This is an optimization exercise on Yosys and OpenROAD, whose aim is small area, a short achievable clock period and few clock cycles per item, not a production implementation.
No functional check of the RTL was part of this run.
Power figures rest on the tool's default switching activity, not on a simulated workload.

==> flow/flow/run.sh <==
#!/bin/bash
bash standard.sh BUFFER_PORTS_ARGS="-buffer_cell sky130_fd_sc_hd__buf_2" SETUP_SLACK_MARGIN=7.0 finish > standard.log 2>&1
==> flow/standard.sh <==
#!/bin/bash
# synth_recipe.tcl (not shown) runs the flow's synth.tcl, then flattens the netlist and writes it again
# the make line also repeats each setting of config.mk as NAME=value (left out here)
make -C /OpenROAD-flow-scripts/flow DESIGN_CONFIG=/design/flow/config.mk WORK_HOME=/design/flow/orfs CLKGATE_MAP_FILE= SYNTH_SCRIPT=/design/flow/synth_recipe.tcl "${@:-finish}"
==> flow/config.mk <==
export PLATFORM = sky130hd
export DESIGN_NAME = ISR
export DESIGN_NICKNAME = ISR
export VERILOG_FILES = /design/flow/design.v
export SDC_FILE = /design/flow/constraint.sdc
export NUM_CORES = 4
export LEC_CHECK = 0
export CAP_MARGIN = 20
export CORE_MARGIN = 2
export CORE_UTILIZATION = 40
export PLACE_DENSITY = 0.6
export SLEW_MARGIN = 20
==> flow/constraint.sdc <==
create_clock -name core_clock -period 10.0 [get_ports {clock}]
set_input_delay 2.0000 -clock core_clock [delete_from_list [all_inputs] [get_ports {clock}]]
set_output_delay 2.0000 -clock core_clock [all_outputs]
set_load 0.01 [all_outputs]
==> flow/design.v <==
module ISR(reset,
           value,
           clock,
           result,
           done
);
  input wire reset;
  input wire [63:0] value;
  input wire clock;
  output wire [31:0] result;
  output wire done;
  reg  [57:0] d;       
  reg  [31:0] r;       
  reg  [31:0] q;       
  reg  [4:0]  cnt;     
  reg         fin;
  wire [5:0] vt = value[63:58];
  reg  [2:0] q0;
  reg  [3:0] r0;
  always @* begin
    case (vt)
      6'd0: begin q0 = 3'd0; r0 = 4'd0; end
      6'd1: begin q0 = 3'd1; r0 = 4'd0; end
      6'd2: begin q0 = 3'd1; r0 = 4'd1; end
      6'd3: begin q0 = 3'd1; r0 = 4'd2; end
      6'd4: begin q0 = 3'd2; r0 = 4'd0; end
      6'd5: begin q0 = 3'd2; r0 = 4'd1; end
      6'd6: begin q0 = 3'd2; r0 = 4'd2; end
      6'd7: begin q0 = 3'd2; r0 = 4'd3; end
      6'd8: begin q0 = 3'd2; r0 = 4'd4; end
      6'd9: begin q0 = 3'd3; r0 = 4'd0; end
      6'd10: begin q0 = 3'd3; r0 = 4'd1; end
      6'd11: begin q0 = 3'd3; r0 = 4'd2; end
      6'd12: begin q0 = 3'd3; r0 = 4'd3; end
      6'd13: begin q0 = 3'd3; r0 = 4'd4; end
      6'd14: begin q0 = 3'd3; r0 = 4'd5; end
      6'd15: begin q0 = 3'd3; r0 = 4'd6; end
      6'd16: begin q0 = 3'd4; r0 = 4'd0; end
      6'd17: begin q0 = 3'd4; r0 = 4'd1; end
      6'd18: begin q0 = 3'd4; r0 = 4'd2; end
      6'd19: begin q0 = 3'd4; r0 = 4'd3; end
      6'd20: begin q0 = 3'd4; r0 = 4'd4; end
      6'd21: begin q0 = 3'd4; r0 = 4'd5; end
      6'd22: begin q0 = 3'd4; r0 = 4'd6; end
      6'd23: begin q0 = 3'd4; r0 = 4'd7; end
      6'd24: begin q0 = 3'd4; r0 = 4'd8; end
      6'd25: begin q0 = 3'd5; r0 = 4'd0; end
      6'd26: begin q0 = 3'd5; r0 = 4'd1; end
      6'd27: begin q0 = 3'd5; r0 = 4'd2; end
      6'd28: begin q0 = 3'd5; r0 = 4'd3; end
      6'd29: begin q0 = 3'd5; r0 = 4'd4; end
      6'd30: begin q0 = 3'd5; r0 = 4'd5; end
      6'd31: begin q0 = 3'd5; r0 = 4'd6; end
      6'd32: begin q0 = 3'd5; r0 = 4'd7; end
      6'd33: begin q0 = 3'd5; r0 = 4'd8; end
      6'd34: begin q0 = 3'd5; r0 = 4'd9; end
      6'd35: begin q0 = 3'd5; r0 = 4'd10; end
      6'd36: begin q0 = 3'd6; r0 = 4'd0; end
      6'd37: begin q0 = 3'd6; r0 = 4'd1; end
      6'd38: begin q0 = 3'd6; r0 = 4'd2; end
      6'd39: begin q0 = 3'd6; r0 = 4'd3; end
      6'd40: begin q0 = 3'd6; r0 = 4'd4; end
      6'd41: begin q0 = 3'd6; r0 = 4'd5; end
      6'd42: begin q0 = 3'd6; r0 = 4'd6; end
      6'd43: begin q0 = 3'd6; r0 = 4'd7; end
      6'd44: begin q0 = 3'd6; r0 = 4'd8; end
      6'd45: begin q0 = 3'd6; r0 = 4'd9; end
      6'd46: begin q0 = 3'd6; r0 = 4'd10; end
      6'd47: begin q0 = 3'd6; r0 = 4'd11; end
      6'd48: begin q0 = 3'd6; r0 = 4'd12; end
      6'd49: begin q0 = 3'd7; r0 = 4'd0; end
      6'd50: begin q0 = 3'd7; r0 = 4'd1; end
      6'd51: begin q0 = 3'd7; r0 = 4'd2; end
      6'd52: begin q0 = 3'd7; r0 = 4'd3; end
      6'd53: begin q0 = 3'd7; r0 = 4'd4; end
      6'd54: begin q0 = 3'd7; r0 = 4'd5; end
      6'd55: begin q0 = 3'd7; r0 = 4'd6; end
      6'd56: begin q0 = 3'd7; r0 = 4'd7; end
      6'd57: begin q0 = 3'd7; r0 = 4'd8; end
      6'd58: begin q0 = 3'd7; r0 = 4'd9; end
      6'd59: begin q0 = 3'd7; r0 = 4'd10; end
      6'd60: begin q0 = 3'd7; r0 = 4'd11; end
      6'd61: begin q0 = 3'd7; r0 = 4'd12; end
      6'd62: begin q0 = 3'd7; r0 = 4'd13; end
      6'd63: begin q0 = 3'd7; r0 = 4'd14; end
    endcase
  end
  wire [33:0] rp = {r, d[57:56]};
  wire [33:0] sb = {q[30:0], 2'b01};
  wire [34:0] t  = {1'b0, rp} - {1'b0, sb};
  wire        ge = ~t[34];
  always @(posedge clock) begin
    if (reset) begin
      d   <= value[57:0];
      r   <= {28'd0, r0};
      q   <= {29'd0, q0};
      cnt <= 5'd29;
      fin <= 1'b0;
    end else begin
      d   <= {d[55:0], 2'b00};
      r   <= ge ? t[31:0] : rp[31:0];
      cnt <= cnt - 5'd1;
      if (!fin) begin
        q   <= {q[30:0], ge};
        if (cnt == 5'd1) fin <= 1'b1;
      end
    end
  end
  assign result = q;
  assign done   = fin;
endmodule
==> run notes <==
-- worst max-delay path, cell delays in order, from the launching register on --
cell	delay, ns
edfxtp_1	0.35
inv_1	0.09
ha_4	0.28
o21a_1	0.13
o31a_1	0.20
o311a_1	0.23
o21ai_2	0.10
a2111oi_4	0.44
o311a_4	0.23
o41ai_4	0.06
buf_6	0.16
buf_16	0.16
or4b_1	0.51
a21oi_1	0.15
-- through the flow --
stage | total power [mW] | hold slack [ns] | setup slack [ns] | utilization | std cells
2_1_floorplan | 1.522 | 0.4002 | 6.917 | - | 670
3_3_place_gp | 1.647 | 0.4155 | 6.136 | 0.4509 | 957
3_5_place_dp | 1.662 | 0.4185 | 6.102 | 0.4509 | 957
4_1_cts | 2.538 | 0.4314 | 6.817 | 0.5098 | 1001
5_1_grt | 2.743 | 0.4652 | 6.679 | 0.5139 | 1003
6_report | 2.570 | 0.4278 | 6.826 | 0.5139 | 1003
-- cell type report --
| class | count | area [um^2] |
|---|---|---|
| Fill cell | 1505 | 7666 |
| Timing Repair Buffer | 115 | 728.2 |
| Clock inverter | 11 | 176.4 |
| Clock buffer | 21 | 471.7 |
| Tap cell | 216 | 270.3 |
| Inverter | 47 | 180.2 |
| Multi-Input combinational cell | 465 | 3672 |
| Sequential cell | 128 | 2605 |
-- placed cells by master, fill, tap and decap left out, types with 4 or more instances in the layout --
cell type	netlist	layout
nand3_1	9	9
buf_6	1	4
nor3b_1	4	4
ha_4	0	8
ha_1	38	28
buf_4	0	9
xnor2_1	16	16
buf_2	1	96
mux2_2	56	56
nor3_1	10	10
xor2_1	11	11
nand2_1	34	31
nand2b_1	4	4
nor2b_1	8	6
nor2_1	76	75
o211ai_1	4	4
mux2i_1	53	53
a21oi_2	0	5
nand4_1	6	6
a21o_1	10	10
o21ai_0	23	20
inv_1	47	43
clkbuf_16	0	19
dfxtp_2	0	7
clkinvlp_4	0	5
dfxtp_1	125	117
bufinv_16	0	4
a21oi_1	39	34
o21a_1	8	8
-- registers in the layout (all words and copies together), names as in the netlist --
register  count
cnt           5
d            58
q            32
fin           1
r            32
-- layer usage --
| layer | part of all wire | track usage | up-vias |
|---|---|---|---|
| met5 | 0 | 0 | - |
| met4 | 0.025 | 0.07384 | 0 |
| met3 | 0.067 | 0.06311 | 27 |
| met2 | 0.47 | 0.2840 | 125 |
| met1 | 0.44 | 0.1974 | 2349 |
| li1 | - | - | 2554 |
-- power by group through the flow --
| stage | Combinational (mW) | Clock [mW] | Sequential (mW) |
|---|---|---|---|
| 6_report | 1.27 | 0.669 | 0.634 |
| 5_1_grt | 1.39 | 0.712 | 0.642 |
| 4_1_cts | 1.22 | 0.685 | 0.634 |
| 3_5_place_dp | 1.02 | 0 | 0.640 |
| 3_3_place_gp | 1.01 | 0 | 0.639 |
| 2_1_floorplan | 0.890 | 0 | 0.632 |
-- cell families after synthesis --
logic type	after synthesis	synth area share
compound gates	121	0.1295
xor+xnor	27	0.03686
fa+ha+maj	38	0.07410
buf+inv	77	0.05168
flops	128	0.4041
mux	109	0.1810
simple gates	170	0.1229
-- timing repair --
action	CTS	global route
gates resized for setup	33	11
pin swaps	3	7
endpoints found under the setup margin	108	84
setup buffers	9	1
gates cloned	3	1
-- path summary, 6_finish.rpt --
check | from | end | slack, ns | cells after the start
worst max-delay path | q[1] | r[26] | 6.83 | 13
worst max register to register | q[1] | r[26] | 6.83 | 13
worst min register to register | cnt[0] | cnt[0] | 0.43 | 1
worst min-delay path | cnt[0] | cnt[0] | 0.43 | 1
==> results.json <==
{
  "status": "timing/DRC/antenna clean",
  "yosys.area.top_type_share": 0.3900,
  "coreArea_mm2": 0.01577,
  "cts_tree": "done",
  "syn_area_per_cell_um2": 9.576,
  "synthArstFlopShare": 0,
  "p_per_area_mw_per_mm2": 317.1,
  "routedWlPerCell_um": 14.01,
  "hold_buffers": 0,
  "fin_crit_sh": 0.3174,
  "clock_skew_ns": 0.008860,
  "fmax_ghz": 0.3151,
  "yosys.area.top_type": "dfxtp_1",
  "pwr-share-seq": 0.247,
  "power_switching_share": 0.3493,
  "drv_slew": 0,
  "synth_warnings": 1,
  "cts-root-buf": "clkbuf_16",
  "final_area_mm2": 0.008104,
  "clk_latency_ns": 0.41,
  "synth_edf_count": 3,
  "numPortBuffers": 98,
  "netlist_area_mm2": 0.006416,
  "cap_violations": 0,
  "vias": 5055,
  "yosysMostFrequentCell": "dfxtp_1",
  "grt_pass1_wl_um": 22980,
  "crit_type": "reg -> reg",
  "antenna_cells": 0,
  "grt_overflow": 0,
  "viasPerCell": 5.040,
  "final_nets": 878,
  "dr.pass1.iters": 4,
  "synth.distinct_cells": 62,
  "area_growth_syn_to_layout_pct": 26.31,
  "required_ns": 10.33,
  "vdd_ir_drop_max_mv": 0.1541,
  "totalWireLength_um": 14060,
  "first_global_vias": 5015,
  "ys_seq_area_frac": 0.4041,
  "min_path_type": "reg -> reg",
  "die_w_um": 130.7,
  "synth_nets": 774,
  "syn_inst": 670,
  "synth_area_leaders": "dfxtp_1 39%, mux2_2 9.8%, mux2i_1 8.3%, ha_1 7.4%, nor2_1 4.4%",
  "final.min_clock_period_ns": 3.174,
  "ios": 99,
  "dpl_cell_area_mm2": 0.007111,
  "power_frac_comb": 0.493,
  "rows": 46,
  "final_antenna_net_count": 0,
  "die_y_um": 130.7,
  "synth_common_cells": "125 x dfxtp_1, 76 x nor2_1, 56 x mux2_2, 53 x mux2i_1, 47 x inv_1",
  "fin_tns_setup_ns": 0,
  "htreeDepth": 4,
  "grt_max_degree": 94,
  "gp_congestion": 0.8578,
  "worstMarginPinSlew_ns": 0.7699,
  "cts_sinks": 128,
  "drt-initial-drc-count": 202,
  "finalSetupViolations": 0,
  "clockBufferDepth": 2,
  "grtUsageTotal": 0.1705,
  "finalHoldViolations": 0,
  "startpoint_type": "register",
  "ys.flop_type": "dfxtp_1",
  "slew_headroom": 0.4821,
  "crit_arrival_ns": 3.51,
  "rsz0062_at_grt": "yes",
  "antenna_found_initial": 0,
  "dieArea_mm2": 0.01707,
  "start_util": 0.4069,
  "p_int_mw": 1.672,
  "drc_errors": 0,
  "critPathMaxFanout": 10,
  "clk_pin_slew_worst_paths_ns": 0.06,
  "layout-drive-gt1-share": 0.3088,
  "critPathCaptureType": "register",
  "dp_hpwl_um": 9178,
  "clock_power_share": 0.260,
  "numCtsBuffers": 17,
  "synth-seq-cells": 128,
  "p_sw_uw": 897.7,
  "static-leakage-power_nw": 3.453
}

what the ideal ports hide:
No port has a modelled driver above. Below, the same layout with a new extraction and two added sets of constraints.
Step 1: set_driving_cell puts a clkbuf_16 on clock and a buf_2 on each other input, an assumption about the parent block.
Step 2 adds t to the input delays and takes it off the output delays; t is the mean of the earliest and latest rising clock arrival at the registers after step 1. Input paths then give back, and output paths get back, about the clock's delay inside the block.
Three values: ideal, step 1, step 2; two values: the first two.
shift t [ns]: 0.449
slack for setup (ns): 6.826 / 6.787 / 6.538
worst register clock-pin slew, ns: 0.06 / 0.06
After both steps this run still meets setup and hold. For this run, drivers alone change the setup slack by -0.039 ns; drivers and shift together by -0.288 ns.
